Source: an optimization exercise on an open RTL-to-GDS flow (aim: small area, a short achievable clock period and few clock cycles). Production flows keep margins and buffers that such runs may drop.
For this run, only the layout was checked, not whether the RTL still works.

==> flow/config.mk <==
export PLATFORM = sky130hd
export DESIGN_NAME = goldschmidt_divider_q4_4
export DESIGN_NICKNAME = goldschmidt_divider_q4_4
export VERILOG_FILES = /design/flow/design.v
export SDC_FILE = /design/flow/constraint.sdc
export NUM_CORES = 4
export LEC_CHECK = 0
export ABC_AREA = 1
export CAP_MARGIN = 20
export CORE_MARGIN = 2
export CORE_UTILIZATION = 55
export SETUP_SLACK_MARGIN = 1.5
export SLEW_MARGIN = 20
==> flow/standard.sh <==
#!/bin/bash
# synth_recipe.tcl (not shown) runs the flow's synth.tcl, then flattens the netlist and writes it again
# the make line also repeats each setting of config.mk as NAME=value (left out here)
make -C /OpenROAD-flow-scripts/flow DESIGN_CONFIG=/design/flow/config.mk WORK_HOME=/design/flow/orfs CLKGATE_MAP_FILE= SYNTH_SCRIPT=/design/flow/synth_recipe.tcl "${@:-finish}"
==> flow/flow/run.sh <==
#!/bin/bash
set -euo pipefail
bash standard.sh MATCH_CELL_FOOTPRINT=0 'BUFFER_PORTS_ARGS=-buffer_cell sky130_fd_sc_hd__buf_2' finish > standard.log 2>&1
==> flow/design.v <==
module goldschmidt_divider_q4_4 (
    input  wire       clk,
    input  wire       rst_n,
    input  wire       start,
    input  wire [7:0] numerator,
    input  wire [7:0] denominator,
    output wire [7:0] quotient,
    output reg        valid,
    output reg        error
);
    reg busy;
    always @(posedge clk or negedge rst_n) begin
        if (!rst_n) begin
            busy  <= 1'b0;
            valid <= 1'b0;
        end else begin
            busy  <= start;
            valid <= busy;
        end
    end
    wire       sgn0 = numerator[7] ^ denominator[7];
    wire [7:0] nr0  = numerator[7]   ? -numerator   : numerator;
    wire [7:0] dr0  = denominator[7] ? -denominator : denominator;
    reg [2:0] p0, cls0;
    always @(*) begin
        casez (dr0)
            8'b1???????: begin p0 = 3'd7; cls0 = dr0[6:4]; end
            8'b01??????: begin p0 = 3'd6; cls0 = dr0[5:3]; end
            8'b001?????: begin p0 = 3'd5; cls0 = dr0[4:2]; end
            8'b0001????: begin p0 = 3'd4; cls0 = dr0[3:1]; end
            8'b00001???: begin p0 = 3'd3; cls0 = dr0[2:0]; end
            8'b000001??: begin p0 = 3'd2; cls0 = {dr0[1:0], 1'b0}; end
            8'b0000001?: begin p0 = 3'd1; cls0 = {dr0[0], 2'b0}; end
            default:     begin p0 = 3'd0; cls0 = 3'd0; end
        endcase
    end
    reg [4:0] bd0, bd1;
    reg [2:0] bd2;
    always @(*) begin
        case ({nr0[2:0], 1'b0})
            4'b0000:          bd0 = 5'b00000;
            4'b0010:          bd0 = 5'b00001;
            4'b0100:          bd0 = 5'b00010;
            4'b0110:          bd0 = 5'b00100;
            4'b1000:          bd0 = 5'b11000;
            4'b1010:          bd0 = 5'b10100;
            4'b1100:          bd0 = 5'b10010;
            default:          bd0 = 5'b10001;
        endcase
        case (nr0[5:2])
            4'b0000, 4'b1111: bd1 = 5'b00000;
            4'b0001, 4'b0010: bd1 = 5'b00001;
            4'b0011, 4'b0100: bd1 = 5'b00010;
            4'b0101, 4'b0110: bd1 = 5'b00100;
            4'b0111:          bd1 = 5'b01000;
            4'b1000:          bd1 = 5'b11000;
            4'b1001, 4'b1010: bd1 = 5'b10100;
            4'b1011, 4'b1100: bd1 = 5'b10010;
            default:          bd1 = 5'b10001;
        endcase
        bd2 = {1'b0, nr0[7] | (nr0[6] & nr0[5]), ~nr0[7] & (nr0[6] ^ nr0[5])};
    end
    wire [12:0] k1a0 = ({13{cls0 == 3'd0}} & 13'd7224) |
        ({13{cls0 == 3'd1}} & 13'd6783) |
        ({13{cls0 == 3'd2}} & 13'd6240) |
        ({13{cls0 == 3'd3}} & 13'd5840) |
        ({13{cls0 == 3'd4}} & 13'd5328) |
        ({13{cls0 == 3'd5}} & 13'd5004) |
        ({13{cls0 == 3'd6}} & 13'd4658) |
        ({13{cls0 == 3'd7}} & 13'd4369);
    wire [14:0] k3a0 = ({15{cls0 == 3'd0}} & 15'd21672) |
        ({15{cls0 == 3'd1}} & 15'd20349) |
        ({15{cls0 == 3'd2}} & 15'd18720) |
        ({15{cls0 == 3'd3}} & 15'd17520) |
        ({15{cls0 == 3'd4}} & 15'd15984) |
        ({15{cls0 == 3'd5}} & 15'd15012) |
        ({15{cls0 == 3'd6}} & 15'd13974) |
        ({15{cls0 == 3'd7}} & 15'd13107);
    wire [7:0] rom0;
    wire rom_n16, rom_n17, rom_n18, rom_n19, rom_n20, rom_n21, rom_n22,
    rom_n23, rom_n24, rom_n25, rom_n26, rom_n27, rom_n28, rom_n29, rom_n30,
    rom_n31, rom_n32, rom_n33, rom_n34, rom_n35, rom_n36, rom_n37, rom_n38,
    rom_n39, rom_n40, rom_n41, rom_n42, rom_n43, rom_n44, rom_n45, rom_n46,
    rom_n47, rom_n48, rom_n49, rom_n50, rom_n51, rom_n52, rom_n53, rom_n54,
    rom_n55, rom_n56, rom_n57, rom_n58, rom_n59, rom_n60, rom_n61, rom_n62,
    rom_n63, rom_n64, rom_n65, rom_n66, rom_n67, rom_n68, rom_n69, rom_n70,
    rom_n71, rom_n72, rom_n73, rom_n74, rom_n75, rom_n76, rom_n77, rom_n78,
    rom_n79, rom_n80, rom_n81, rom_n82, rom_n83, rom_n84, rom_n85, rom_n86,
    rom_n87, rom_n88, rom_n89, rom_n90, rom_n91, rom_n92, rom_n93, rom_n94,
    rom_n95, rom_n96, rom_n97, rom_n98, rom_n99, rom_n100, rom_n102,
    rom_n103, rom_n104, rom_n105, rom_n106, rom_n107, rom_n108, rom_n109,
    rom_n110, rom_n111, rom_n112, rom_n113, rom_n114, rom_n115, rom_n116,
    rom_n117, rom_n118, rom_n119, rom_n120, rom_n121, rom_n122, rom_n123,
    rom_n124, rom_n125, rom_n126, rom_n127, rom_n128, rom_n129, rom_n130,
    rom_n131, rom_n132, rom_n133, rom_n134, rom_n135, rom_n136, rom_n137,
    rom_n138, rom_n139, rom_n140, rom_n141, rom_n142, rom_n143, rom_n144,
    rom_n145, rom_n146, rom_n147, rom_n148, rom_n149, rom_n150, rom_n151,
    rom_n152, rom_n153, rom_n154, rom_n155, rom_n156, rom_n158, rom_n159,
    rom_n160, rom_n161, rom_n162, rom_n163, rom_n164, rom_n165, rom_n166,
    rom_n167, rom_n168, rom_n169, rom_n170, rom_n171, rom_n172, rom_n173,
    rom_n174, rom_n175, rom_n176, rom_n177, rom_n178, rom_n179, rom_n180,
    rom_n181, rom_n182, rom_n183, rom_n184, rom_n185, rom_n187, rom_n188,
    rom_n189, rom_n190, rom_n191, rom_n192, rom_n193, rom_n194, rom_n195,
    rom_n196, rom_n197, rom_n198, rom_n199, rom_n200, rom_n201, rom_n202,
    rom_n203, rom_n204, rom_n205, rom_n206, rom_n207, rom_n208, rom_n209,
    rom_n210, rom_n211, rom_n212, rom_n213, rom_n214, rom_n215, rom_n216,
    rom_n217, rom_n218, rom_n219, rom_n220, rom_n221, rom_n222, rom_n223,
    rom_n224, rom_n225, rom_n226, rom_n227, rom_n228, rom_n230, rom_n231,
    rom_n232, rom_n233, rom_n234, rom_n235, rom_n236, rom_n237, rom_n238,
    rom_n239, rom_n240, rom_n241, rom_n242, rom_n243, rom_n244, rom_n245,
    rom_n246, rom_n247, rom_n248, rom_n249, rom_n251, rom_n252, rom_n253,
    rom_n254, rom_n255, rom_n256, rom_n257, rom_n258, rom_n259, rom_n260,
    rom_n261, rom_n262, rom_n263, rom_n264, rom_n265, rom_n266, rom_n267,
    rom_n269, rom_n270, rom_n271, rom_n272, rom_n273, rom_n274, rom_n275,
    rom_n276, rom_n277, rom_n278, rom_n279, rom_n280, rom_n281, rom_n282,
    rom_n283, rom_n284, rom_n285, rom_n286, rom_n287, rom_n288, rom_n289,
    rom_n290, rom_n291, rom_n293, rom_n294, rom_n295, rom_n296, rom_n297,
    rom_n298, rom_n299, rom_n300, rom_n301, rom_n302, rom_n303, rom_n304,
    rom_n305, rom_n306, rom_n307, rom_n308, rom_n309, rom_n310, rom_n311,
    rom_n312, rom_n313, rom_n314;
    assign rom_n16 = nr0[1] & nr0[4];
    assign rom_n17 = ~nr0[6] & ~rom_n16;
    assign rom_n18 = nr0[6] & rom_n16;
    assign rom_n19 = nr0[5] & ~nr0[6];
    assign rom_n20 = ~nr0[5] & nr0[6];
    assign rom_n21 = ~rom_n19 & ~rom_n20;
    assign rom_n22 = ~rom_n18 & rom_n21;
    assign rom_n23 = ~rom_n17 & rom_n22;
    assign rom_n24 = nr0[2] & rom_n20;
    assign rom_n25 = ~nr0[1] & ~nr0[4];
    assign rom_n26 = nr0[5] & rom_n25;
    assign rom_n27 = ~rom_n24 & ~rom_n26;
    assign rom_n28 = ~rom_n23 & rom_n27;
    assign rom_n29 = nr0[3] & ~rom_n28;
    assign rom_n30 = ~nr0[2] & rom_n20;
    assign rom_n31 = nr0[1] & ~nr0[2];
    assign rom_n32 = rom_n19 & ~rom_n31;
    assign rom_n33 = ~rom_n30 & ~rom_n32;
    assign rom_n34 = nr0[3] & nr0[6];
    assign rom_n35 = ~rom_n16 & rom_n34;
    assign rom_n36 = rom_n16 & rom_n20;
    assign rom_n37 = ~rom_n35 & ~rom_n36;
    assign rom_n38 = ~rom_n16 & ~rom_n20;
    assign rom_n39 = rom_n37 & ~rom_n38;
    assign rom_n40 = ~rom_n33 & rom_n39;
    assign rom_n41 = nr0[1] & ~nr0[6];
    assign rom_n42 = ~nr0[3] & ~rom_n19;
    assign rom_n43 = ~rom_n16 & rom_n42;
    assign rom_n44 = rom_n41 & rom_n43;
    assign rom_n45 = ~nr0[3] & nr0[4];
    assign rom_n46 = nr0[5] & rom_n45;
    assign rom_n47 = ~nr0[1] & ~nr0[2];
    assign rom_n48 = nr0[5] & nr0[6];
    assign rom_n49 = rom_n47 & rom_n48;
    assign rom_n50 = ~rom_n46 & rom_n49;
    assign rom_n51 = nr0[1] & nr0[2];
    assign rom_n52 = ~nr0[3] & ~nr0[6];
    assign rom_n53 = nr0[4] & rom_n52;
    assign rom_n54 = ~rom_n51 & rom_n53;
    assign rom_n55 = rom_n46 & ~rom_n47;
    assign rom_n56 = ~rom_n54 & ~rom_n55;
    assign rom_n57 = ~rom_n50 & rom_n56;
    assign rom_n58 = ~rom_n44 & rom_n57;
    assign rom_n59 = ~rom_n40 & rom_n58;
    assign rom_n60 = ~rom_n29 & rom_n59;
    assign rom_n61 = ~nr0[0] & nr0[1];
    assign rom_n62 = ~nr0[0] & nr0[4];
    assign rom_n63 = ~rom_n19 & rom_n62;
    assign rom_n64 = ~rom_n61 & ~rom_n63;
    assign rom_n65 = ~rom_n18 & ~rom_n64;
    assign rom_n66 = nr0[1] & ~rom_n62;
    assign rom_n67 = ~rom_n20 & ~rom_n41;
    assign rom_n68 = ~rom_n66 & rom_n67;
    assign rom_n69 = nr0[0] & ~nr0[3];
    assign rom_n70 = ~rom_n21 & rom_n69;
    assign rom_n71 = nr0[3] & ~nr0[4];
    assign rom_n72 = rom_n20 & rom_n71;
    assign rom_n73 = ~nr0[0] & ~nr0[5];
    assign rom_n74 = nr0[3] & rom_n73;
    assign rom_n75 = ~rom_n72 & ~rom_n74;
    assign rom_n76 = ~rom_n70 & rom_n75;
    assign rom_n77 = ~rom_n68 & rom_n76;
    assign rom_n78 = nr0[2] & ~rom_n77;
    assign rom_n79 = rom_n19 & rom_n71;
    assign rom_n80 = nr0[0] & nr0[4];
    assign rom_n81 = ~rom_n19 & rom_n80;
    assign rom_n82 = ~nr0[1] & ~rom_n45;
    assign rom_n83 = ~rom_n81 & rom_n82;
    assign rom_n84 = ~rom_n79 & rom_n83;
    assign rom_n85 = rom_n78 & ~rom_n84;
    assign rom_n86 = ~rom_n65 & ~rom_n85;
    assign rom_n87 = nr0[0] & ~nr0[6];
    assign rom_n88 = ~rom_n86 & ~rom_n87;
    assign rom_n89 = ~rom_n60 & rom_n88;
    assign rom_n90 = ~nr0[6] & rom_n85;
    assign rom_n91 = nr0[0] & rom_n60;
    assign rom_n92 = ~rom_n90 & rom_n91;
    assign rom_n93 = ~rom_n89 & ~rom_n92;
    assign rom_n94 = nr0[2] & rom_n19;
    assign rom_n95 = ~rom_n20 & ~rom_n94;
    assign rom_n96 = ~rom_n34 & ~rom_n52;
    assign rom_n97 = ~nr0[2] & rom_n96;
    assign rom_n98 = rom_n95 & ~rom_n97;
    assign rom_n99 = ~nr0[0] & rom_n25;
    assign rom_n100 = ~rom_n98 & rom_n99;
    assign rom0[0] = ~rom_n93 | rom_n100;
    assign rom_n102 = ~rom_n16 & ~rom_n25;
    assign rom_n103 = nr0[5] & rom_n80;
    assign rom_n104 = ~nr0[6] & ~rom_n103;
    assign rom_n105 = rom_n102 & rom_n104;
    assign rom_n106 = ~rom_n85 & rom_n105;
    assign rom_n107 = ~rom_n20 & ~rom_n106;
    assign rom_n108 = ~rom_n93 & rom_n107;
    assign rom_n109 = nr0[4] & ~rom_n108;
    assign rom_n110 = rom_n19 & rom_n47;
    assign rom_n111 = nr0[2] & nr0[6];
    assign rom_n112 = ~rom_n20 & ~rom_n111;
    assign rom_n113 = nr0[1] & ~nr0[5];
    assign rom_n114 = ~rom_n112 & ~rom_n113;
    assign rom_n115 = ~rom_n110 & ~rom_n114;
    assign rom_n116 = rom_n69 & ~rom_n115;
    assign rom_n117 = ~nr0[2] & ~nr0[5];
    assign rom_n118 = nr0[0] & ~nr0[1];
    assign rom_n119 = ~rom_n61 & ~rom_n118;
    assign rom_n120 = rom_n117 & rom_n119;
    assign rom_n121 = rom_n34 & ~rom_n118;
    assign rom_n122 = rom_n112 & rom_n121;
    assign rom_n123 = ~rom_n120 & ~rom_n122;
    assign rom_n124 = ~nr0[3] & rom_n61;
    assign rom_n125 = rom_n20 & rom_n124;
    assign rom_n126 = rom_n51 & rom_n74;
    assign rom_n127 = ~rom_n125 & ~rom_n126;
    assign rom_n128 = rom_n123 & rom_n127;
    assign rom_n129 = ~nr0[3] & rom_n118;
    assign rom_n130 = ~rom_n61 & rom_n94;
    assign rom_n131 = ~rom_n129 & rom_n130;
    assign rom_n132 = ~nr0[0] & nr0[5];
    assign rom_n133 = rom_n31 & rom_n132;
    assign rom_n134 = nr0[2] & rom_n118;
    assign rom_n135 = rom_n21 & rom_n134;
    assign rom_n136 = ~rom_n133 & ~rom_n135;
    assign rom_n137 = ~rom_n131 & rom_n136;
    assign rom_n138 = rom_n128 & rom_n137;
    assign rom_n139 = ~rom_n116 & rom_n138;
    assign rom_n140 = rom_n109 & rom_n139;
    assign rom_n141 = ~nr0[1] & nr0[4];
    assign rom_n142 = nr0[4] & ~nr0[5];
    assign rom_n143 = ~rom_n45 & ~rom_n142;
    assign rom_n144 = rom_n141 & rom_n143;
    assign rom_n145 = rom_n87 & rom_n144;
    assign rom_n146 = rom_n37 & ~rom_n145;
    assign rom_n147 = rom_n16 & ~rom_n78;
    assign rom_n148 = ~rom_n146 & ~rom_n147;
    assign rom_n149 = ~nr0[0] & ~rom_n37;
    assign rom_n150 = ~nr0[2] & ~rom_n149;
    assign rom_n151 = ~rom_n148 & ~rom_n150;
    assign rom_n152 = ~nr0[3] & ~nr0[5];
    assign rom_n153 = ~rom_n151 & rom_n152;
    assign rom_n154 = ~rom_n108 & rom_n153;
    assign rom_n155 = ~rom_n109 & ~rom_n139;
    assign rom_n156 = ~rom_n154 & ~rom_n155;
    assign rom0[1] = ~rom_n140 & rom_n156;
    assign rom_n158 = ~nr0[3] & rom_n25;
    assign rom_n159 = rom_n132 & rom_n158;
    assign rom_n160 = nr0[3] & rom_n25;
    assign rom_n161 = rom_n21 & rom_n160;
    assign rom_n162 = rom_n20 & rom_n118;
    assign rom_n163 = ~rom_n161 & ~rom_n162;
    assign rom_n164 = ~rom_n159 & rom_n163;
    assign rom_n165 = ~rom_n145 & rom_n164;
    assign rom_n166 = ~nr0[2] & ~rom_n165;
    assign rom_n167 = rom_n17 & ~rom_n46;
    assign rom_n168 = ~rom_n96 & ~rom_n167;
    assign rom_n169 = ~nr0[5] & ~nr0[6];
    assign rom_n170 = rom_n158 & rom_n169;
    assign rom_n171 = ~rom_n168 & ~rom_n170;
    assign rom_n172 = rom_n98 & rom_n142;
    assign rom_n173 = rom_n171 & rom_n172;
    assign rom_n174 = ~rom_n85 & ~rom_n173;
    assign rom_n175 = ~rom_n166 & rom_n174;
    assign rom_n176 = ~rom_n51 & rom0[1];
    assign rom_n177 = ~nr0[2] & rom_n25;
    assign rom_n178 = ~rom_n24 & ~rom_n177;
    assign rom_n179 = rom_n43 & rom_n178;
    assign rom_n180 = ~rom_n176 & rom_n179;
    assign rom_n181 = rom_n175 & ~rom_n180;
    assign rom_n182 = rom_n19 & rom_n31;
    assign rom_n183 = ~rom_n155 & rom_n182;
    assign rom_n184 = rom_n30 & rom_n62;
    assign rom_n185 = ~rom_n183 & ~rom_n184;
    assign rom0[2] = ~rom_n181 | ~rom_n185;
    assign rom_n187 = rom_n20 & ~rom_n181;
    assign rom_n188 = rom_n45 & ~rom_n168;
    assign rom_n189 = ~nr0[2] & ~rom_n80;
    assign rom_n190 = rom_n119 & rom_n189;
    assign rom_n191 = nr0[2] & nr0[4];
    assign rom_n192 = ~nr0[5] & ~rom_n191;
    assign rom_n193 = ~rom_n190 & ~rom_n192;
    assign rom_n194 = ~nr0[3] & nr0[6];
    assign rom_n195 = ~nr0[4] & ~rom_n194;
    assign rom_n196 = ~rom_n160 & rom_n195;
    assign rom_n197 = rom_n193 & rom_n196;
    assign rom_n198 = ~rom_n188 & ~rom_n197;
    assign rom_n199 = nr0[6] & rom_n193;
    assign rom_n200 = nr0[3] & ~rom_n199;
    assign rom_n201 = nr0[5] & rom_n66;
    assign rom_n202 = rom_n104 & ~rom_n201;
    assign rom_n203 = ~rom_n85 & ~rom_n202;
    assign rom_n204 = ~nr0[1] & rom_n73;
    assign rom_n205 = ~nr0[0] & rom_n85;
    assign rom_n206 = ~rom_n204 & ~rom_n205;
    assign rom_n207 = ~rom_n203 & rom_n206;
    assign rom_n208 = rom_n200 & ~rom_n207;
    assign rom_n209 = ~rom_n198 & ~rom_n208;
    assign rom_n210 = nr0[4] & rom_n33;
    assign rom_n211 = nr0[3] & ~rom_n210;
    assign rom_n212 = ~rom_n197 & rom_n211;
    assign rom_n213 = ~rom_n166 & rom_n212;
    assign rom_n214 = ~rom_n209 & ~rom_n213;
    assign rom_n215 = ~rom_n187 & rom_n214;
    assign rom_n216 = rom_n30 & rom_n45;
    assign rom_n217 = ~nr0[0] & ~rom_n72;
    assign rom_n218 = ~rom_n216 & rom_n217;
    assign rom_n219 = ~rom_n215 & ~rom_n218;
    assign rom_n220 = rom_n42 & ~rom_n195;
    assign rom_n221 = rom0[0] & rom_n220;
    assign rom_n222 = ~nr0[0] & ~rom_n221;
    assign rom_n223 = rom_n215 & rom_n222;
    assign rom_n224 = ~rom_n219 & ~rom_n223;
    assign rom_n225 = rom_n16 & ~rom_n21;
    assign rom_n226 = nr0[0] & ~rom_n38;
    assign rom_n227 = ~rom_n225 & rom_n226;
    assign rom_n228 = ~rom_n214 & rom_n227;
    assign rom0[3] = rom_n224 | rom_n228;
    assign rom_n230 = nr0[2] & ~nr0[4];
    assign rom_n231 = ~rom_n151 & ~rom_n230;
    assign rom_n232 = nr0[0] & rom_n48;
    assign rom_n233 = ~nr0[6] & ~rom_n71;
    assign rom_n234 = ~rom_n141 & rom_n233;
    assign rom_n235 = ~rom_n232 & ~rom_n234;
    assign rom_n236 = ~rom_n131 & ~rom_n235;
    assign rom_n237 = ~rom_n224 & rom_n236;
    assign rom_n238 = ~rom_n166 & ~rom_n224;
    assign rom_n239 = ~rom_n52 & ~rom_n113;
    assign rom_n240 = rom_n102 & rom_n239;
    assign rom_n241 = rom_n171 & ~rom_n240;
    assign rom_n242 = ~rom_n238 & rom_n241;
    assign rom_n243 = ~rom_n237 & ~rom_n242;
    assign rom_n244 = ~rom_n231 & ~rom_n243;
    assign rom_n245 = ~nr0[2] & nr0[4];
    assign rom_n246 = ~rom_n146 & rom_n245;
    assign rom_n247 = ~rom0[1] & rom_n246;
    assign rom_n248 = rom_n231 & ~rom_n247;
    assign rom_n249 = rom_n243 & rom_n248;
    assign rom0[4] = rom_n244 | rom_n249;
    assign rom_n251 = rom_n169 & rom_n177;
    assign rom_n252 = ~rom_n111 & ~rom_n251;
    assign rom_n253 = ~nr0[0] & ~rom_n252;
    assign rom_n254 = rom_n52 & rom_n189;
    assign rom_n255 = ~nr0[5] & rom_n158;
    assign rom_n256 = ~rom_n144 & ~rom_n255;
    assign rom_n257 = ~rom_n254 & rom_n256;
    assign rom_n258 = ~rom_n253 & ~rom_n257;
    assign rom_n259 = nr0[5] & ~rom_n102;
    assign rom_n260 = ~rom_n80 & ~rom_n259;
    assign rom_n261 = rom0[1] & ~rom_n260;
    assign rom_n262 = ~rom_n192 & rom_n194;
    assign rom_n263 = ~rom_n261 & rom_n262;
    assign rom_n264 = ~rom_n173 & ~rom_n208;
    assign rom_n265 = ~rom_n263 & rom_n264;
    assign rom_n266 = nr0[4] & rom_n204;
    assign rom_n267 = ~rom_n265 & ~rom_n266;
    assign rom0[5] = rom_n258 | rom_n267;
    assign rom_n269 = nr0[0] & nr0[2];
    assign rom_n270 = ~nr0[0] & ~nr0[2];
    assign rom_n271 = rom_n20 & ~rom_n270;
    assign rom_n272 = ~rom_n269 & rom_n271;
    assign rom_n273 = rom_n16 & ~rom_n272;
    assign rom_n274 = ~rom_n237 & rom_n273;
    assign rom_n275 = ~nr0[1] & nr0[5];
    assign rom_n276 = ~rom_n191 & rom_n275;
    assign rom_n277 = ~rom_n93 & rom_n276;
    assign rom_n278 = rom_n21 & ~rom_n117;
    assign rom_n279 = ~rom_n69 & ~rom_n278;
    assign rom_n280 = rom_n69 & rom_n95;
    assign rom_n281 = rom_n25 & ~rom_n280;
    assign rom_n282 = ~rom_n279 & rom_n281;
    assign rom_n283 = ~rom_n277 & ~rom_n282;
    assign rom_n284 = ~rom_n274 & rom_n283;
    assign rom_n285 = ~rom_n200 & ~rom_n284;
    assign rom_n286 = nr0[1] & ~rom_n142;
    assign rom_n287 = nr0[6] & ~rom_n286;
    assign rom_n288 = ~rom_n20 & rom_n286;
    assign rom_n289 = ~rom_n287 & ~rom_n288;
    assign rom_n290 = ~rom_n265 & rom_n289;
    assign rom_n291 = ~rom_n106 & ~rom_n290;
    assign rom0[6] = rom_n285 | ~rom_n291;
    assign rom_n293 = ~nr0[1] & rom_n175;
    assign rom_n294 = nr0[0] & ~rom_n293;
    assign rom_n295 = rom_n175 & rom_n200;
    assign rom_n296 = ~rom_n294 & ~rom_n295;
    assign rom_n297 = ~rom_n277 & rom_n296;
    assign rom_n298 = rom_n106 & rom_n208;
    assign rom_n299 = ~nr0[1] & rom_n34;
    assign rom_n300 = rom_n143 & ~rom_n299;
    assign rom_n301 = nr0[2] & ~rom_n45;
    assign rom_n302 = ~rom_n300 & ~rom_n301;
    assign rom_n303 = ~rom_n72 & ~rom_n302;
    assign rom_n304 = ~rom_n298 & rom_n303;
    assign rom_n305 = ~rom_n297 & rom_n304;
    assign rom_n306 = nr0[1] & rom_n34;
    assign rom_n307 = ~rom_n141 & ~rom_n306;
    assign rom_n308 = rom0[2] & rom_n307;
    assign rom_n309 = ~nr0[0] & ~rom_n308;
    assign rom_n310 = ~rom_n305 & ~rom_n309;
    assign rom_n311 = rom_n47 & rom_n52;
    assign rom_n312 = rom_n300 & ~rom_n311;
    assign rom_n313 = ~rom_n208 & rom_n312;
    assign rom_n314 = rom_n309 & rom_n313;
    assign rom0[7] = rom_n310 | rom_n314;
    wire dz0   = (denominator == 8'd0);
    wire eq0   = (nr0 == dr0);
    wire d160  = (dr0 == 8'h10) & nr0[7];
    wire d1280 = (denominator == 8'h80);
    wire usesp0 = dz0 | eq0 | d160 | d1280;
    reg [7:0] spec0;
    always @(*) begin
        if (dz0)       spec0 = 8'h00;
        else if (eq0)  spec0 = 8'h10;
        else if (d160) spec0 = 8'h80;
        else           spec0 = rom0;
    end
    wire       bsa0 = bd0[4], bsa1 = bd1[4];
    wire [4:1] bma0 = bd0[3:0], bma1 = bd1[3:0];
    wire [4:1] bma2 = {2'b00, bd2[1:0]};
    wire ppa0_0 = (bsa0 ^ ((bma0[1] & k1a0[0]) | (bma0[3] & k3a0[0])));
    wire ppa0_1 = (bsa0 ^ ((bma0[1] & k1a0[1]) | (bma0[2] & k1a0[0]) | (bma0[3] & k3a0[1])));
    wire ppa0_2 = (bsa0 ^ ((bma0[1] & k1a0[2]) | (bma0[2] & k1a0[1]) | (bma0[3] & k3a0[2]) | (bma0[4] & k1a0[0])));
    wire ppa0_3 = (bsa0 ^ ((bma0[1] & k1a0[3]) | (bma0[2] & k1a0[2]) | (bma0[3] & k3a0[3]) | (bma0[4] & k1a0[1])));
    wire ppa0_4 = (bsa0 ^ ((bma0[1] & k1a0[4]) | (bma0[2] & k1a0[3]) | (bma0[3] & k3a0[4]) | (bma0[4] & k1a0[2])));
    wire ppa0_5 = (bsa0 ^ ((bma0[1] & k1a0[5]) | (bma0[2] & k1a0[4]) | (bma0[3] & k3a0[5]) | (bma0[4] & k1a0[3])));
    wire ppa0_6 = (bsa0 ^ ((bma0[1] & k1a0[6]) | (bma0[2] & k1a0[5]) | (bma0[3] & k3a0[6]) | (bma0[4] & k1a0[4])));
    wire ppa0_7 = (bsa0 ^ ((bma0[1] & k1a0[7]) | (bma0[2] & k1a0[6]) | (bma0[3] & k3a0[7]) | (bma0[4] & k1a0[5])));
    wire ppa0_8 = (bsa0 ^ ((bma0[1] & k1a0[8]) | (bma0[2] & k1a0[7]) | (bma0[3] & k3a0[8]) | (bma0[4] & k1a0[6])));
    wire ppa0_9 = (bsa0 ^ ((bma0[1] & k1a0[9]) | (bma0[2] & k1a0[8]) | (bma0[3] & k3a0[9]) | (bma0[4] & k1a0[7])));
    wire ppa0_10 = (bsa0 ^ ((bma0[1] & k1a0[10]) | (bma0[2] & k1a0[9]) | (bma0[3] & k3a0[10]) | (bma0[4] & k1a0[8])));
    wire ppa0_11 = (bsa0 ^ ((bma0[1] & k1a0[11]) | (bma0[2] & k1a0[10]) | (bma0[3] & k3a0[11]) | (bma0[4] & k1a0[9])));
    wire ppa0_12 = (bsa0 ^ ((bma0[1] & k1a0[12]) | (bma0[2] & k1a0[11]) | (bma0[3] & k3a0[12]) | (bma0[4] & k1a0[10])));
    wire ppa0_13 = (bsa0 ^ ((bma0[2] & k1a0[12]) | (bma0[3] & k3a0[13]) | (bma0[4] & k1a0[11])));
    wire ppa0_14 = (bsa0 ^ ((bma0[3] & k3a0[14]) | (bma0[4] & k1a0[12])));
    wire [14:0] ppa0 = {ppa0_14, ppa0_13, ppa0_12, ppa0_11, ppa0_10, ppa0_9, ppa0_8, ppa0_7, ppa0_6, ppa0_5, ppa0_4, ppa0_3, ppa0_2, ppa0_1, ppa0_0};
    wire ppa1_0 = (bsa1 ^ ((bma1[1] & k1a0[0]) | (bma1[3] & k3a0[0])));
    wire ppa1_1 = (bsa1 ^ ((bma1[1] & k1a0[1]) | (bma1[2] & k1a0[0]) | (bma1[3] & k3a0[1])));
    wire ppa1_2 = (bsa1 ^ ((bma1[1] & k1a0[2]) | (bma1[2] & k1a0[1]) | (bma1[3] & k3a0[2]) | (bma1[4] & k1a0[0])));
    wire ppa1_3 = (bsa1 ^ ((bma1[1] & k1a0[3]) | (bma1[2] & k1a0[2]) | (bma1[3] & k3a0[3]) | (bma1[4] & k1a0[1])));
    wire ppa1_4 = (bsa1 ^ ((bma1[1] & k1a0[4]) | (bma1[2] & k1a0[3]) | (bma1[3] & k3a0[4]) | (bma1[4] & k1a0[2])));
    wire ppa1_5 = (bsa1 ^ ((bma1[1] & k1a0[5]) | (bma1[2] & k1a0[4]) | (bma1[3] & k3a0[5]) | (bma1[4] & k1a0[3])));
    wire ppa1_6 = (bsa1 ^ ((bma1[1] & k1a0[6]) | (bma1[2] & k1a0[5]) | (bma1[3] & k3a0[6]) | (bma1[4] & k1a0[4])));
    wire ppa1_7 = (bsa1 ^ ((bma1[1] & k1a0[7]) | (bma1[2] & k1a0[6]) | (bma1[3] & k3a0[7]) | (bma1[4] & k1a0[5])));
    wire ppa1_8 = (bsa1 ^ ((bma1[1] & k1a0[8]) | (bma1[2] & k1a0[7]) | (bma1[3] & k3a0[8]) | (bma1[4] & k1a0[6])));
    wire ppa1_9 = (bsa1 ^ ((bma1[1] & k1a0[9]) | (bma1[2] & k1a0[8]) | (bma1[3] & k3a0[9]) | (bma1[4] & k1a0[7])));
    wire ppa1_10 = (bsa1 ^ ((bma1[1] & k1a0[10]) | (bma1[2] & k1a0[9]) | (bma1[3] & k3a0[10]) | (bma1[4] & k1a0[8])));
    wire ppa1_11 = (bsa1 ^ ((bma1[1] & k1a0[11]) | (bma1[2] & k1a0[10]) | (bma1[3] & k3a0[11]) | (bma1[4] & k1a0[9])));
    wire ppa1_12 = (bsa1 ^ ((bma1[1] & k1a0[12]) | (bma1[2] & k1a0[11]) | (bma1[3] & k3a0[12]) | (bma1[4] & k1a0[10])));
    wire ppa1_13 = (bsa1 ^ ((bma1[2] & k1a0[12]) | (bma1[3] & k3a0[13]) | (bma1[4] & k1a0[11])));
    wire ppa1_14 = (bsa1 ^ ((bma1[3] & k3a0[14]) | (bma1[4] & k1a0[12])));
    wire [14:0] ppa1 = {ppa1_14, ppa1_13, ppa1_12, ppa1_11, ppa1_10, ppa1_9, ppa1_8, ppa1_7, ppa1_6, ppa1_5, ppa1_4, ppa1_3, ppa1_2, ppa1_1, ppa1_0};
    wire ppa2_0 = ((bma2[1] & k1a0[0]));
    wire ppa2_1 = ((bma2[1] & k1a0[1]) | (bma2[2] & k1a0[0]));
    wire ppa2_2 = ((bma2[1] & k1a0[2]) | (bma2[2] & k1a0[1]));
    wire ppa2_3 = ((bma2[1] & k1a0[3]) | (bma2[2] & k1a0[2]));
    wire ppa2_4 = ((bma2[1] & k1a0[4]) | (bma2[2] & k1a0[3]));
    wire ppa2_5 = ((bma2[1] & k1a0[5]) | (bma2[2] & k1a0[4]));
    wire ppa2_6 = ((bma2[1] & k1a0[6]) | (bma2[2] & k1a0[5]));
    wire ppa2_7 = ((bma2[1] & k1a0[7]) | (bma2[2] & k1a0[6]));
    wire ppa2_8 = ((bma2[1] & k1a0[8]) | (bma2[2] & k1a0[7]));
    wire ppa2_9 = ((bma2[1] & k1a0[9]) | (bma2[2] & k1a0[8]));
    wire ppa2_10 = ((bma2[1] & k1a0[10]) | (bma2[2] & k1a0[9]));
    wire ppa2_11 = ((bma2[1] & k1a0[11]) | (bma2[2] & k1a0[10]));
    wire ppa2_12 = ((bma2[1] & k1a0[12]) | (bma2[2] & k1a0[11]));
    wire ppa2_13 = ((bma2[2] & k1a0[12]));
    wire [13:0] ppa2 = {ppa2_13, ppa2_12, ppa2_11, ppa2_10, ppa2_9, ppa2_8, ppa2_7, ppa2_6, ppa2_5, ppa2_4, ppa2_3, ppa2_2, ppa2_1, ppa2_0};
    reg [14:0] pp0, pp1;
    reg [13:0] pp2;
    reg        bs0, bs1;
    reg [2:0]  pa, cls;
    reg        sgna, dza, usespa;
    reg [7:0]  speca;
    always @(posedge clk) begin
        pp0    <= usesp0 ? 15'd0 : ppa0;
        pp1    <= usesp0 ? 15'd0 : ppa1;
        pp2    <= usesp0 ? 14'd0 : ppa2;
        bs0    <= ~usesp0 & bsa0;
        bs1    <= ~usesp0 & bsa1;
        pa     <= p0;
        cls    <= usesp0 ? 3'd7 : cls0;
        sgna   <= sgn0;
        dza    <= dz0;
        usespa <= usesp0;
        speca  <= spec0;
    end
    wire m1_1;
    wire m1_2;
    wire m1_3;
    wire m1_4;
    wire m1_5;
    wire m1_6;
    wire m1_7;
    wire m1_8;
    wire m1_9;
    wire m1_10;
    wire m1_11;
    wire m1_12;
    wire m1_13;
    wire m1_14;
    wire m1_15;
    wire m1_16;
    wire m1_17;
    wire m1_18;
    wire m1_19;
    wire m1_20;
    wire m1_21;
    wire m1_22;
    wire m1_23;
    wire m1_24;
    wire m1_25;
    wire m1_26;
    wire m1_27;
    wire m1_28;
    wire m1_29;
    wire m1_30;
    wire m1_31;
    wire m1_32;
    wire m1_33;
    wire m1_34;
    assign m1_1 = bs1 ^ pp0[3];
    assign m1_2 = bs1 & pp0[3];
    assign m1_3 = pp0[4] ^ pp1[1];
    assign m1_4 = pp0[4] & pp1[1];
    assign m1_5 = pp0[5] ^ pp1[2];
    assign m1_6 = pp0[5] & pp1[2];
    assign m1_7 = pp0[6] ^ pp1[3] ^ pp2[0];
    assign m1_8 = (pp0[6] & pp1[3]) | (pp0[6] & pp2[0]) | (pp1[3] & pp2[0]);
    assign m1_9 = pp0[7] ^ pp1[4] ^ pp2[1];
    assign m1_10 = (pp0[7] & pp1[4]) | (pp0[7] & pp2[1]) | (pp1[4] & pp2[1]);
    assign m1_11 = pp0[8] ^ pp1[5] ^ pp2[2];
    assign m1_12 = (pp0[8] & pp1[5]) | (pp0[8] & pp2[2]) | (pp1[5] & pp2[2]);
    assign m1_13 = pp0[9] ^ pp1[6] ^ pp2[3];
    assign m1_14 = (pp0[9] & pp1[6]) | (pp0[9] & pp2[3]) | (pp1[6] & pp2[3]);
    assign m1_15 = pp0[10] ^ pp1[7] ^ pp2[4];
    assign m1_16 = (pp0[10] & pp1[7]) | (pp0[10] & pp2[4]) | (pp1[7] & pp2[4]);
    assign m1_17 = pp0[11] ^ pp1[8] ^ pp2[5];
    assign m1_18 = (pp0[11] & pp1[8]) | (pp0[11] & pp2[5]) | (pp1[8] & pp2[5]);
    assign m1_19 = pp0[12] ^ pp1[9] ^ pp2[6];
    assign m1_20 = (pp0[12] & pp1[9]) | (pp0[12] & pp2[6]) | (pp1[9] & pp2[6]);
    assign m1_21 = pp0[13] ^ pp1[10] ^ pp2[7];
    assign m1_22 = (pp0[13] & pp1[10]) | (pp0[13] & pp2[7]) | (pp1[10] & pp2[7]);
    assign m1_23 = pp0[14] ^ pp1[11] ^ pp2[8];
    assign m1_24 = (pp0[14] & pp1[11]) | (pp0[14] & pp2[8]) | (pp1[11] & pp2[8]);
    assign m1_25 = bs0 ^ pp1[12] ^ pp2[9];
    assign m1_26 = (bs0 & pp1[12]) | (bs0 & pp2[9]) | (pp1[12] & pp2[9]);
    assign m1_27 = bs0 ^ pp1[13] ^ pp2[10];
    assign m1_28 = (bs0 & pp1[13]) | (bs0 & pp2[10]) | (pp1[13] & pp2[10]);
    assign m1_29 = bs0 ^ pp1[14] ^ pp2[11];
    assign m1_30 = (bs0 & pp1[14]) | (bs0 & pp2[11]) | (pp1[14] & pp2[11]);
    assign m1_31 = ~bs0 ^ ~bs1 ^ pp2[12];
    assign m1_32 = (~bs0 & ~bs1) | (~bs0 & pp2[12]) | (~bs1 & pp2[12]);
    assign m1_33 = 1'b1 ^ pp2[13];
    assign m1_34 = 1'b1 & pp2[13];
    wire [19:0] x_a = {m1_33, m1_31, m1_29, m1_27, m1_25, m1_23, m1_21, m1_19, m1_17, m1_15, m1_13, m1_11, m1_9, m1_7, m1_5, m1_3, m1_1, pp0[2], pp0[1], bs0};
    wire [19:0] x_b = {m1_32, m1_30, m1_28, m1_26, m1_24, m1_22, m1_20, m1_18, m1_16, m1_14, m1_12, m1_10, m1_8, m1_6, m1_4, m1_2, pp1[0], 1'b0, 1'b0, pp0[0]};
    wire [19:0] x  = x_a + x_b;
    wire [11:0] n2 = x[19:8];
    wire [1:0] s3 = ({2{cls == 3'd1}} & 2'd1) |
        ({2{cls == 3'd2}} & 2'd2) |
        ({2{cls == 3'd3}} & 2'd2) |
        ({2{cls == 3'd4}} & 2'd2) |
        ({2{cls == 3'd5}} & 2'd2) |
        ({2{cls == 3'd6}} & 2'd2) |
        ({2{cls == 3'd7}} & 2'd2);
    wire [1:0] es = ({2{cls == 3'd0}} & 2'd1) |
        ({2{cls == 3'd2}} & 2'd2) |
        ({2{cls == 3'd4}} & 2'd1);
    wire [2:0] e1 = ({3{cls == 3'd0}} & 3'd1) |
        ({3{cls == 3'd1}} & 3'd4) |
        ({3{cls == 3'd2}} & 3'd7) |
        ({3{cls == 3'd3}} & 3'd2) |
        ({3{cls == 3'd4}} & 3'd1) |
        ({3{cls == 3'd7}} & 3'd1);
    wire [2:0] e2 = ({3{cls == 3'd0}} & 3'd4) |
        ({3{cls == 3'd1}} & 3'd1) |
        ({3{cls == 3'd3}} & 3'd1) |
        ({3{cls == 3'd4}} & 3'd2) |
        ({3{cls == 3'd5}} & 3'd1) |
        ({3{cls == 3'd6}} & 3'd1);
    wire [19:0] c2 = ({20{cls == 3'd0}} & 20'd1040385) |
        ({20{cls == 3'd2}} & 20'd1015812) |
        ({20{cls == 3'd4}} & 20'd1040385);
    wire es_0 = es[0], es_1 = es[1];
    wire e1_0 = e1[0], e1_1 = e1[1], e1_2 = e1[2];
    wire e2_0 = e2[0], e2_1 = e2[1], e2_2 = e2[2];
    wire m2_1;
    wire m2_2;
    wire m2_3;
    wire m2_4;
    wire m2_5;
    wire m2_6;
    wire m2_7;
    wire m2_8;
    wire m2_9;
    wire m2_10;
    wire m2_11;
    wire m2_12;
    wire m2_13;
    wire m2_14;
    wire m2_15;
    wire m2_16;
    wire m2_17;
    wire m2_18;
    wire m2_19;
    wire m2_20;
    wire m2_21;
    wire m2_22;
    wire m2_23;
    wire m2_24;
    wire m2_25;
    wire m2_26;
    wire m2_27;
    wire m2_28;
    wire m2_29;
    wire m2_30;
    wire m2_31;
    wire m2_32;
    wire m2_33;
    wire m2_34;
    wire m2_35;
    wire m2_36;
    wire m2_37;
    wire m2_38;
    wire m2_39;
    wire m2_40;
    wire m2_41;
    wire m2_42;
    wire m2_43;
    wire m2_44;
    wire m2_45;
    wire m2_46;
    wire m2_47;
    wire m2_48;
    wire m2_49;
    wire m2_50;
    wire m2_51;
    wire m2_52;
    wire m2_53;
    wire m2_54;
    assign m2_1 = n2[0] ^ (es_0 ^ ((e1_0 & n2[8]) | (e2_0 & n2[7])));
    assign m2_2 = n2[0] & (es_0 ^ ((e1_0 & n2[8]) | (e2_0 & n2[7])));
    assign m2_3 = n2[1] ^ (es_0 ^ ((e1_0 & n2[9]) | (e2_0 & n2[8]))) ^ (es_1 ^ ((e1_1 & n2[7]) | (e2_1 & n2[6])));
    assign m2_4 = (n2[1] & (es_0 ^ ((e1_0 & n2[9]) | (e2_0 & n2[8])))) | (n2[1] & (es_1 ^ ((e1_1 & n2[7]) | (e2_1 & n2[6])))) | ((es_0 ^ ((e1_0 & n2[9]) | (e2_0 & n2[8]))) & (es_1 ^ ((e1_1 & n2[7]) | (e2_1 & n2[6]))));
    assign m2_5 = n2[2] ^ (es_0 ^ ((e1_0 & n2[10]) | (e2_0 & n2[9]))) ^ (es_1 ^ ((e1_1 & n2[8]) | (e2_1 & n2[7])));
    assign m2_6 = (n2[2] & (es_0 ^ ((e1_0 & n2[10]) | (e2_0 & n2[9])))) | (n2[2] & (es_1 ^ ((e1_1 & n2[8]) | (e2_1 & n2[7])))) | ((es_0 ^ ((e1_0 & n2[10]) | (e2_0 & n2[9]))) & (es_1 ^ ((e1_1 & n2[8]) | (e2_1 & n2[7]))));
    assign m2_7 = n2[3] ^ (es_0 ^ ((e1_0 & n2[11]) | (e2_0 & n2[10]))) ^ (es_1 ^ ((e1_1 & n2[9]) | (e2_1 & n2[8])));
    assign m2_8 = (n2[3] & (es_0 ^ ((e1_0 & n2[11]) | (e2_0 & n2[10])))) | (n2[3] & (es_1 ^ ((e1_1 & n2[9]) | (e2_1 & n2[8])))) | ((es_0 ^ ((e1_0 & n2[11]) | (e2_0 & n2[10]))) & (es_1 ^ ((e1_1 & n2[9]) | (e2_1 & n2[8]))));
    assign m2_9 = n2[4] ^ (es_0 ^ ((e2_0 & n2[11]))) ^ (es_1 ^ ((e1_1 & n2[10]) | (e2_1 & n2[9])));
    assign m2_10 = (n2[4] & (es_0 ^ ((e2_0 & n2[11])))) | (n2[4] & (es_1 ^ ((e1_1 & n2[10]) | (e2_1 & n2[9])))) | ((es_0 ^ ((e2_0 & n2[11]))) & (es_1 ^ ((e1_1 & n2[10]) | (e2_1 & n2[9]))));
    assign m2_11 = n2[5] ^ c2[13] ^ (es_1 ^ ((e1_1 & n2[11]) | (e2_1 & n2[10])));
    assign m2_12 = (n2[5] & c2[13]) | (n2[5] & (es_1 ^ ((e1_1 & n2[11]) | (e2_1 & n2[10])))) | (c2[13] & (es_1 ^ ((e1_1 & n2[11]) | (e2_1 & n2[10]))));
    assign m2_13 = n2[6] ^ c2[14] ^ (es_1 ^ ((e2_1 & n2[11])));
    assign m2_14 = (n2[6] & c2[14]) | (n2[6] & (es_1 ^ ((e2_1 & n2[11])))) | (c2[14] & (es_1 ^ ((e2_1 & n2[11]))));
    assign m2_15 = n2[7] ^ c2[15];
    assign m2_16 = n2[7] & c2[15];
    assign m2_17 = n2[8] ^ c2[16];
    assign m2_18 = n2[8] & c2[16];
    assign m2_19 = c2[2] ^ (es_0 ^ ((e1_0 & n2[2]) | (e2_0 & n2[1])));
    assign m2_20 = c2[2] & (es_0 ^ ((e1_0 & n2[2]) | (e2_0 & n2[1])));
    assign m2_21 = (es_0 ^ ((e1_0 & n2[3]) | (e2_0 & n2[2]))) ^ (es_1 ^ ((e1_1 & n2[1]) | (e2_1 & n2[0])));
    assign m2_22 = (es_0 ^ ((e1_0 & n2[3]) | (e2_0 & n2[2]))) & (es_1 ^ ((e1_1 & n2[1]) | (e2_1 & n2[0])));
    assign m2_23 = (es_0 ^ ((e1_0 & n2[4]) | (e2_0 & n2[3]))) ^ (es_1 ^ ((e1_1 & n2[2]) | (e2_1 & n2[1]))) ^ ((e1_2 & n2[0]));
    assign m2_24 = ((es_0 ^ ((e1_0 & n2[4]) | (e2_0 & n2[3]))) & (es_1 ^ ((e1_1 & n2[2]) | (e2_1 & n2[1])))) | ((es_0 ^ ((e1_0 & n2[4]) | (e2_0 & n2[3]))) & ((e1_2 & n2[0]))) | ((es_1 ^ ((e1_1 & n2[2]) | (e2_1 & n2[1]))) & ((e1_2 & n2[0])));
    assign m2_25 = (es_0 ^ ((e1_0 & n2[5]) | (e2_0 & n2[4]))) ^ (es_1 ^ ((e1_1 & n2[3]) | (e2_1 & n2[2]))) ^ ((e1_2 & n2[1]) | (e2_2 & n2[0]));
    assign m2_26 = ((es_0 ^ ((e1_0 & n2[5]) | (e2_0 & n2[4]))) & (es_1 ^ ((e1_1 & n2[3]) | (e2_1 & n2[2])))) | ((es_0 ^ ((e1_0 & n2[5]) | (e2_0 & n2[4]))) & ((e1_2 & n2[1]) | (e2_2 & n2[0]))) | ((es_1 ^ ((e1_1 & n2[3]) | (e2_1 & n2[2]))) & ((e1_2 & n2[1]) | (e2_2 & n2[0])));
    assign m2_27 = (es_0 ^ ((e1_0 & n2[6]) | (e2_0 & n2[5]))) ^ (es_1 ^ ((e1_1 & n2[4]) | (e2_1 & n2[3]))) ^ ((e1_2 & n2[2]) | (e2_2 & n2[1]));
    assign m2_28 = ((es_0 ^ ((e1_0 & n2[6]) | (e2_0 & n2[5]))) & (es_1 ^ ((e1_1 & n2[4]) | (e2_1 & n2[3])))) | ((es_0 ^ ((e1_0 & n2[6]) | (e2_0 & n2[5]))) & ((e1_2 & n2[2]) | (e2_2 & n2[1]))) | ((es_1 ^ ((e1_1 & n2[4]) | (e2_1 & n2[3]))) & ((e1_2 & n2[2]) | (e2_2 & n2[1])));
    assign m2_29 = (es_0 ^ ((e1_0 & n2[7]) | (e2_0 & n2[6]))) ^ (es_1 ^ ((e1_1 & n2[5]) | (e2_1 & n2[4]))) ^ ((e1_2 & n2[3]) | (e2_2 & n2[2]));
    assign m2_30 = ((es_0 ^ ((e1_0 & n2[7]) | (e2_0 & n2[6]))) & (es_1 ^ ((e1_1 & n2[5]) | (e2_1 & n2[4])))) | ((es_0 ^ ((e1_0 & n2[7]) | (e2_0 & n2[6]))) & ((e1_2 & n2[3]) | (e2_2 & n2[2]))) | ((es_1 ^ ((e1_1 & n2[5]) | (e2_1 & n2[4]))) & ((e1_2 & n2[3]) | (e2_2 & n2[2])));
    assign m2_31 = (es_1 ^ ((e1_1 & n2[6]) | (e2_1 & n2[5]))) ^ ((e1_2 & n2[4]) | (e2_2 & n2[3])) ^ m2_1;
    assign m2_32 = ((es_1 ^ ((e1_1 & n2[6]) | (e2_1 & n2[5]))) & ((e1_2 & n2[4]) | (e2_2 & n2[3]))) | ((es_1 ^ ((e1_1 & n2[6]) | (e2_1 & n2[5]))) & m2_1) | (((e1_2 & n2[4]) | (e2_2 & n2[3])) & m2_1);
    assign m2_33 = ((e1_2 & n2[5]) | (e2_2 & n2[4]) | (usespa & speca[0])) ^ m2_2 ^ m2_3;
    assign m2_34 = (((e1_2 & n2[5]) | (e2_2 & n2[4]) | (usespa & speca[0])) & m2_2) | (((e1_2 & n2[5]) | (e2_2 & n2[4]) | (usespa & speca[0])) & m2_3) | (m2_2 & m2_3);
    assign m2_35 = ((e1_2 & n2[6]) | (e2_2 & n2[5]) | (usespa & speca[1])) ^ m2_4 ^ m2_5;
    assign m2_36 = (((e1_2 & n2[6]) | (e2_2 & n2[5]) | (usespa & speca[1])) & m2_4) | (((e1_2 & n2[6]) | (e2_2 & n2[5]) | (usespa & speca[1])) & m2_5) | (m2_4 & m2_5);
    assign m2_37 = ((e1_2 & n2[7]) | (e2_2 & n2[6]) | (usespa & speca[2])) ^ m2_6 ^ m2_7;
    assign m2_38 = (((e1_2 & n2[7]) | (e2_2 & n2[6]) | (usespa & speca[2])) & m2_6) | (((e1_2 & n2[7]) | (e2_2 & n2[6]) | (usespa & speca[2])) & m2_7) | (m2_6 & m2_7);
    assign m2_39 = ((e1_2 & n2[8]) | (e2_2 & n2[7]) | (usespa & speca[3])) ^ m2_8 ^ m2_9;
    assign m2_40 = (((e1_2 & n2[8]) | (e2_2 & n2[7]) | (usespa & speca[3])) & m2_8) | (((e1_2 & n2[8]) | (e2_2 & n2[7]) | (usespa & speca[3])) & m2_9) | (m2_8 & m2_9);
    assign m2_41 = ((e1_2 & n2[9]) | (e2_2 & n2[8]) | (usespa & speca[4])) ^ m2_10 ^ m2_11;
    assign m2_42 = (((e1_2 & n2[9]) | (e2_2 & n2[8]) | (usespa & speca[4])) & m2_10) | (((e1_2 & n2[9]) | (e2_2 & n2[8]) | (usespa & speca[4])) & m2_11) | (m2_10 & m2_11);
    assign m2_43 = ((e1_2 & n2[10]) | (e2_2 & n2[9]) | (usespa & speca[5])) ^ m2_12 ^ m2_13;
    assign m2_44 = (((e1_2 & n2[10]) | (e2_2 & n2[9]) | (usespa & speca[5])) & m2_12) | (((e1_2 & n2[10]) | (e2_2 & n2[9]) | (usespa & speca[5])) & m2_13) | (m2_12 & m2_13);
    assign m2_45 = m2_15 ^ ((e1_2 & n2[11]) | (e2_2 & n2[10]) | (usespa & speca[6])) ^ m2_14;
    assign m2_46 = (m2_15 & ((e1_2 & n2[11]) | (e2_2 & n2[10]) | (usespa & speca[6]))) | (m2_15 & m2_14) | (((e1_2 & n2[11]) | (e2_2 & n2[10]) | (usespa & speca[6])) & m2_14);
    assign m2_47 = m2_16 ^ m2_17 ^ ((e2_2 & n2[11]) | (usespa & speca[7]));
    assign m2_48 = (m2_16 & m2_17) | (m2_16 & ((e2_2 & n2[11]) | (usespa & speca[7]))) | (m2_17 & ((e2_2 & n2[11]) | (usespa & speca[7])));
    assign m2_49 = n2[9] ^ c2[17] ^ m2_18;
    assign m2_50 = (n2[9] & c2[17]) | (n2[9] & m2_18) | (c2[17] & m2_18);
    assign m2_51 = n2[10] ^ c2[18];
    assign m2_52 = n2[10] & c2[18];
    assign m2_53 = n2[11] ^ c2[19];
    assign m2_54 = n2[11] & c2[19];
    wire [19:0] y_a = {m2_53, m2_51, m2_49, m2_47, m2_45, m2_43, m2_41, m2_39, m2_37, m2_35, m2_33, m2_31, m2_29, m2_27, m2_25, m2_23, m2_21, m2_19, (es_0 ^ ((e1_0 & n2[1]) | (e2_0 & n2[0]))), c2[0]};
    wire [19:0] y_b = {m2_52, m2_50, m2_48, m2_46, m2_44, m2_42, m2_40, m2_38, m2_36, m2_34, m2_32, m2_30, m2_28, m2_26, m2_24, m2_22, m2_20, (es_1 ^ ((e1_1 & n2[0]))), 1'b0, (es_0 ^ ((e1_0 & n2[0])))};
    wire [19:0] y  = y_a + y_b;
    reg [11:0] n3;
    reg        sg;
    reg [2:0]  pb;
    reg [1:0]  sb;
    always @(posedge clk) begin
        n3    <= y[19:8];
        pb    <= usespa ? 3'd0 : pa;
        sb    <= usespa ? 2'd3 : s3;
        sg    <= sgna;
        error <= dza;
    end
    wire [5:0]  n3s = (sb == 2'd0) ? n3[11:6] :
                      (sb == 2'd1) ? {1'b0, n3[11:7]} :
                      (sb == 2'd2) ? {2'b0, n3[11:8]} : 6'd0;
    wire [12:0] n4  = {1'b0, n3} + {7'd0, n3s};
    wire [6:0]  ph = 7'd1 << pb;
    wire [8:0]  t = ({9{ph[0]}} & n4[8:0])  | ({9{ph[1]}} & n4[9:1])  |
                    ({9{ph[2]}} & n4[10:2]) | ({9{ph[3]}} & n4[11:3]) |
                    ({9{ph[4]}} & n4[12:4]) | ({9{ph[5]}} & {1'b0, n4[12:5]}) |
                    ({9{ph[6]}} & {2'b0, n4[12:6]});
    assign quotient = (t[8:1] ^ {8{sg}}) + {7'd0, t[0] ^ sg};
endmodule
==> flow/constraint.sdc <==
create_clock -name core_clock -period 8.0 [get_ports {clk}]
set_input_delay 1.6000 -clock core_clock [delete_from_list [all_inputs] [get_ports {clk}]]
set_output_delay 1.6000 -clock core_clock [all_outputs]
set_load 0.01 [all_outputs]
==> qor.tcl <==
set qor(design.core.area_um2) 16000
set qor(startpoint_type) {register}
set qor(synth.top_cells.by_area) {dfxtp_1, nand2_1, inv_1}
set qor(synth_area_leader_cell) {dfxtp_1}
set qor(finalWirelength_um) 25000
set qor(synthArstFlopShare_pct) 2.38
set qor(hold_class) {reg -> reg}
set qor(reg2reg_slack_ns) 2.04
set qor(cp.required_ns) 8.22
set qor(drc) 0
set qor(antenna_found_initial) 0
set qor(syn_area_um2) 9060
set qor(crit-reg2reg-launch) {pp0[5]}
set qor(synthFlopType) {dfxtp_1}
set qor(r2r-end) {n3[9]}
set qor(worst-setup-path-type) {reg -> reg}
set qor(drv.max_cap_violation_count) 0
set qor(slowest_stage_cell_on_the_critical_path) {fa_1}
set qor(vias_per_cell) 5.70
set qor(tritoncts) {done}
set qor(critical-path-top-cell-by-count) {nand2_1}
set qor(slew_headroom_pct) 25.0
set qor(rsz0062_at_grt) {false}
set qor(die_x_um) 132
set qor(gr-usage-all-layers_pct) 28.6
set qor(min_to) {sg}
set qor(vias) 9076
set qor(clockBufferDepth) 2
set qor(worst_ep_arrival_time_ns) 6.18
set qor(placement_rows) 46
set qor(chipHeight_um) 132
set qor(finalMaxSlewViolations) 0
set qor(outcome) {complete, no violations}
set qor(die_area_um2) 17500
set qor(postCtsSetupRepairBufs) 0
set qor(path_clk_slew_ns) 0.07
set qor(grt_pass1_vias) 8416
set qor(drt_iter0_drc) 623
set qor(flow.area_growth_from_synthesis_pct) 6.70
set qor(route.antenna.remaining_nets) 0
set qor(yosys_register_bits) 84
set qor(grt_max_degree) 21
set qor(num_antenna_cells) 0
set qor(nFillCells) 1568
set qor(final_critical_path_time_including_i_o_delays_and_setup_ns) 5.96
set qor(initial_utilization_pct) 56.6
set qor(routabilityCongestion) 0.973
set qor(cts_buffers) 9
set qor(synthesis.nets) 1467
set qor(worst_skew_pair.late_latency_ns) 0.35
set qor(finalCritPeriodShare_pct) 74.5
set qor(multi_input_gate_area_um2) 6330
set qor(synthMostInstantiatedCell) {nand2_1}
set qor(timing.critical_path.fanout_max) 6
set qor(hold_viol_final) 0
set qor(clock_tree.htree_level_count) 3
set qor(num-nets-final) 1479
set qor(synthCells) 1359
set qor(boundaryPins) 29
set qor(numPlacedInstances) 1576
set qor(timing.critical_path.to_type) {register}
set qor(global_route_wire_length_before_repair_um) 41100
set qor(overflow) 0
set qor(critPathMaxStageDelay_ns) 0.49
set qor(seq_area_frac_synth_pct) 18.7
set qor(post_synth_edffs) 0
set qor(fin_skew_ns) 0.0114
set qor(worst_r2r_path_depth) 38
set qor(setup_viol) 0
set qor(ctsRootBufferMaster) {clkbuf_16}
set qor(port_buffers) 28
set qor(synth_top_cells_by_count) {nand2_1, inv_1, nor2_1, o21ai_0, dfxtp_1}
set qor(max_clock_freq_mhz) 168
set qor(stdcell_count) 1592
set qor(worstMarginPinSlew_ns) 1.11
set qor(cts.sinks) 84
set qor(dpl.hpwl_um) 19900
set qor(worstHoldStart) {sgna}
set qor(setup-tns-final_ns) 0
set qor(syn-mean-instance-area_um2) 6.66
set qor(ys_types) 60
set qor(yosys_warnings) 1
set qor(drt-pass1-iter-count) 6
set qor(hold_path_depth) 0
set qor(post_route_cells_drive_above_1_share_pct) 10.6
set qor(synth_top_area_share_pct) 18.1
set qor(wire_per_inst_um) 15.7
set qor(regArea_um2) 1690
-- layer usage --
layer	part of all wire [%]	global-route usage, %	vias up
li1	-	-	4530
met1	44	37.6	4156
met2	47	47.2	339
met3	6.1	4.58	51
met4	2.5	10.9	0
met5	0	0	-
-- final cells by class --
cell class                      count  share of cell area [%]
Multi-Input combinational cell   1003                    65.5
Clock inverter                      7                   0.842
Inverter                          244                    9.53
Tap cell                          216                    2.80
Sequential cell                    84                    17.5
Clock buffer                        9                    2.33
Timing Repair Buffer               29                    1.53
-- state kept, by name (all words and copies together) (netlist names) --
| signal | count |
|---|---|
| sg | 1 |
| valid | 1 |
| bs1 | 1 |
| busy | 1 |
| pp0 | 15 |
| error | 1 |
| pp2 | 14 |
| n3 | 12 |
| pb | 3 |
| pp1 | 15 |
| usespa | 1 |
| sgna | 1 |
| dza | 1 |
| bs0 | 1 |
| pa | 3 |
| sb | 2 |
| cls | 3 |
| speca | 8 |
-- timing repair --
item,in CTS,in global routing
hold buffers,0,0
setup endpoints to repair,0,7
gates resized for setup,0,12
-- per-stage QoR --
| step | util, % | hold WS, ns | setup WS, ns | cell area, µm² |
|---|---|---|---|---|
| after global placement | 58.2 | 0.316 | 1.97 | 9310 |
| final | 60.4 | 0.333 | 2.04 | 9660 |
| after floorplan | - | 0.310 | 2.38 | 9060 |
| after global routing | 60.4 | 0.344 | 1.43 | 9660 |
| after detailed placement | 58.2 | 0.321 | 1.78 | 9310 |
| after CTS | 60.1 | 0.335 | 1.74 | 9620 |
-- critical path: cells and delay by family, from the launching register on --
kind                     cells  cell delay, ns
AO/OA/AOI/OAI               12            1.84
AND/OR/NAND/NOR             16            1.26
adder cells (fa/ha/maj)      5            1.89
buffers and inverters        3            0.18
XOR/XNOR                     2            0.35
flip-flops                   1            0.30
-- layout by cell type (no fill, tap or decap), types with 6 or more instances in the layout --
cell and instances:
a21oi_1 74, a21oi_2 7, a221oi_1 8, a22oi_1 8, buf_2 28, clkbuf_16 9
dfxtp_1 82, fa_1 33, ha_1 55, inv_1 210, inv_2 28, nand2_1 257
nand2_2 20, nand3_1 53, nand3_2 7, nand4_1 16, nor2_1 117, nor2_2 10
nor2_4 6, nor3_1 21, o211ai_1 7, o21ai_0 90, o21ai_1 15, o221ai_1 17
o22ai_1 51, xnor2_1 14, xor2_1 53
-- cells by family (layout without fill, tap and decap cells) --
kind of cell	Yosys count	in the layout	share of synthesized area, %
AOI/OAI and AO/OA	312	312	20.9
xor gates and xnor gates	70	70	6.94
adders and majority gates	89	89	15.0
buffers and inverters	272	289	11.9
DFF	84	84	18.7
and+or+nand+nor	532	532	26.5
-- worst max path at each step --
stage          depth (start not counted)  endpoint   start
2_1_floorplan                         37    n3[10]  pp0[7]
3_3_place_gp                          39    n3[10]  pp0[5]
3_5_place_dp                          39    n3[10]  pp0[5]
4_1_cts                               39    n3[10]  pp0[5]
5_1_grt                               39    n3[10]  pp0[5]
6_report                              38     n3[9]  pp0[5]

-- what the ideal ports hide --
How much do the figures lean on ideal ports? The routed layout below was timed once more, with nothing changed but the port constraints.
Step 1, drivers: a clkbuf_16 drives clk and a buf_2 each remaining input, both assumed.
Step 2 adds t to the input delays and takes it off the output delays; t is the mean of the earliest and latest rising clock arrival at the registers after step 1. Input paths then give back, and output paths get back, about the clock's delay inside the block.
a / b / c = ideal / step 1 / step 2; a / b = the first two.
t (ns): 0.388
setup slack, ns: 2.044 / 2.044 / 2.044
hold WS [ns]: 0.333 / 0.333 / 0.333
worst setup path after step 2: register to register
cell pins on the clock port's net: 1
After both steps this run still meets setup and hold. For this run, drivers alone change the setup slack by 0.000 ns; drivers and shift together by 0.000 ns.
